Source: an optimization exercise on an open RTL-to-GDS flow (aim: small area and a short achievable clock period). Production flows keep margins and buffers that such runs may drop. Function was checked by simulation only, so behaviour that the tests miss may differ from the original. Power figures rest on the tool's default switching activity, not on a simulated workload.

// MIPS_cpu
module MIPS_cpu(
    input clock,
    input reset,
    output [31:0] imem_addr,
    input [31:0] imem_rdata,
    output [31:0] dmem_addr,
    output [31:0] dmem_wdata,
    output dmem_we,
    input [31:0] dmem_rdata,
    output wb_en,
    output [4:0] wb_addr,
    output [31:0] wb_data
    );
    reg  [31:0] pc;           
    reg  [31:0] pc_d;         
    reg  [31:0] ir;           
    reg  [31:0] sel_a, sel_b;  
    reg  [31:0] ones;         
    integer n;
    always @(*) begin
        ones = {pc[30:0], 1'b1};
        for (n = 1; n < 32; n = n * 2)
            ones = ones & ((ones << n) | ((32'd1 << n) - 32'd1));
    end
    wire [31:0] pc_inc = pc ^ ones;
    wire [31:0] pc_next;
    reg  [31:0] a_q, b_q;     
    reg  [4:0]  k_q;          
    reg         x_rw, x_we, x_ld, x_add, x_slt, x_cg;
    reg  [3:0]  x_tt;         
    reg         x_shl, x_shr, x_slc, x_src;
  ...
==> flow/config.mk <==
export PLATFORM = sky130hd
export DESIGN_NAME = MIPS_cpu
export DESIGN_NICKNAME = MIPS_cpu
export VERILOG_FILES = /design/flow/design.v
export SDC_FILE = /design/flow/constraint.sdc
export NUM_CORES = 8
export LEC_CHECK = 0
export CAP_MARGIN = 30
export CORE_MARGIN = 2
export CORE_UTILIZATION = 45
export CTS_CLUSTER_DIAMETER = 100
export CTS_CLUSTER_SIZE = 20
export PLACE_DENSITY = 0.5
export SETUP_SLACK_MARGIN = 5
export SLEW_MARGIN = 30
export SYNTH_HIERARCHICAL = 1
==> flow/constraint.sdc <==
create_clock -name core_clock -period 8.0 [get_ports {clock}]
set_input_delay 1.6000 -clock core_clock [delete_from_list [all_inputs] [get_ports {clock}]]
set_output_delay 1.6000 -clock core_clock [all_outputs]
set_load 0.01 [all_outputs]
standard.sh (not shown) runs the stock make flow with config.mk's settings and CLKGATE_MAP_FILE= SYNTH_SCRIPT=/design/flow/synth_recipe.tcl, a recipe that flattens the netlist after the stock synthesis.
==> flow/flow/run.sh <==
#!/bin/bash
# Layout flow: the standard flow (standard.sh), run in two parts.
#  1. synthesis, unchanged;
#  2. floorplan to final layout with the delay cells (dlygate*, clkdlybuf*,
#     dlymetal*) added to the platform's don't-use list, so that port
#     buffers and repair buffers are plain buffers that timing repair can
#     resize.
# Each part's full output goes to its own log file here.
set -euo pipefail
DU="$(cat flow/dont_use.txt)"
bash standard.sh synth > synth.log 2>&1
bash standard.sh "DONT_USE_CELLS=$DU" finish > layout.log 2>&1
==> flow/flow/dont_use.txt <==
sky130_fd_sc_hd__probe_p_8 sky130_fd_sc_hd__probec_p_8 sky130_fd_sc_hd__lpflow_bleeder_1 sky130_fd_sc_hd__lpflow_clkbufkapwr_1 sky130_fd_sc_hd__lpflow_clkbufkapwr_16 sky130_fd_sc_hd__lpflow_clkbufkapwr_2 sky130_fd_sc_hd__lpflow_clkbufkapwr_4 sky130_fd_sc_hd__lpflow_clkbufkapwr_8 sky130_fd_sc_hd__lpflow_clkinvkapwr_1 sky130_fd_sc_hd__lpflow_clkinvkapwr_16 sky130_fd_sc_hd__lpflow_clkinvkapwr_2 sky130_fd_sc_hd__lpflow_clkinvkapwr_4 sky130_fd_sc_hd__lpflow_clkinvkapwr_8 sky130_fd_sc_hd__lpflow_decapkapwr_12 sky130_fd_sc_hd__lpflow_decapkapwr_3 sky130_fd_sc_hd__lpflow_decapkapwr_4 sky130_fd_sc_hd__lpflow_decapkapwr_6 sky130_fd_sc_hd__lpflow_decapkapwr_8 sky130_fd_sc_hd__lpflow_inputiso0n_1 sky130_fd_sc_hd__lpflow_inputiso0p_1 sky130_fd_sc_hd__lpflow_inputiso1n_1 sky130_fd_sc_hd__lpflow_inputiso1p_1 sky130_fd_sc_hd__lpflow_inputisolatch_1 sky130_fd_sc_hd__lpflow_isobufsrc_1 sky130_fd_sc_hd__lpflow_isobufsrc_16 sky130_fd_sc_hd__lpflow_isobufsrc_2 sky130_fd_sc_hd__lpflow_isobufsrc_4 sky130_fd_sc_hd__lpflow_isobufsrc_8 sky130_fd_sc_hd__lpflow_isobufsrckapwr_16 sky130_fd_sc_hd__lpflow_lsbuf_lh_hl_isowell_tap_1 sky130_fd_sc_hd__lpflow_lsbuf_lh_hl_isowell_tap_2 sky130_fd_sc_hd__lpflow_lsbuf_lh_hl_isowell_tap_4 sky130_fd_sc_hd__lpflow_lsbuf_lh_isowell_4 sky130_fd_sc_hd__lpflow_lsbuf_lh_isowell_tap_1 sky130_fd_sc_hd__lpflow_lsbuf_lh_isowell_tap_2 sky130_fd_sc_hd__lpflow_lsbuf_lh_isowell_tap_4 sky130_fd_sc_hd__clkdlybuf4s15_1 sky130_fd_sc_hd__clkdlybuf4s15_2 sky130_fd_sc_hd__clkdlybuf4s18_1 sky130_fd_sc_hd__clkdlybuf4s18_2 sky130_fd_sc_hd__clkdlybuf4s25_1 sky130_fd_sc_hd__clkdlybuf4s25_2 sky130_fd_sc_hd__clkdlybuf4s50_1 sky130_fd_sc_hd__clkdlybuf4s50_2 sky130_fd_sc_hd__dlygate4sd1_1 sky130_fd_sc_hd__dlygate4sd2_1 sky130_fd_sc_hd__dlygate4sd3_1 sky130_fd_sc_hd__dlymetal6s2s_1 sky130_fd_sc_hd__dlymetal6s4s_1 sky130_fd_sc_hd__dlymetal6s6s_1
The first run produced a clean layout.
Change:
- PLACE_DENSITY: 0.5 -> 0.75
=> The changed run completed with no timing, DRC or antenna violations. Clock-buffer cell count drops by 6. Hold slack barely changes. Cell area goes down slightly. Global-route usage is lower by 4.2 points. Sequential cell count does not change. Die area is unchanged.
Change:
- CORE_UTILIZATION: 45 -> 55
- PLACE_DENSITY: 0.75 -> unset
After rerunning: Register-to-register slack improved by 140 ps. Fmax rises by a few percent. First-iteration DRC count falls by about a fifth. Final area rises slightly. Worst setup slack improved by 140 ps. Wire length rises by a few percent. Area after synthesis does not change.
Change:
- CORE_UTILIZATION: 55 -> 45
After rerunning: The new run went through all stages and came out clean; total power drops by 0.78%; setup slack hardly moves; die area climbs by 22%.

==> port drivers added, routing unchanged <==
The flow's constraints put no driver on any port. The routed layouts listed below were extracted and timed again, unchanged, in two steps. Step 1 assumes that a clkbuf_16 drives the clock port and a buf_2 every other input. Step 2 also shifts input and output timing later by t, the mid clock arrival at the registers, as if the neighbouring blocks saw the same clock. Slacks: ideal / step 1 / step 2; pairs: ideal / step 1.
| run | t, ns | slack for setup (ns) | worst data-port slew with drivers (ns) | pins driven straight from the clock port |
|---|---|---|---|---|
| the first run | 0.793 | 4.876 / 4.876 / 4.318 | 0.10 | 1 |
| the second run | 0.752 | 4.803 / 4.803 / 4.245 | 0.06 | 1 |
| the third run | 0.754 | 4.947 / 4.938 / 4.271 | 0.07 | 1 |
| the fourth run | 0.756 | 4.948 / 4.922 / 4.290 | 0.11 | 1 |
After both steps setup and hold are still met in every run listed. For the third run, which loses most, drivers alone change the setup slack by -0.009 ns; drivers and shift together by -0.676 ns.
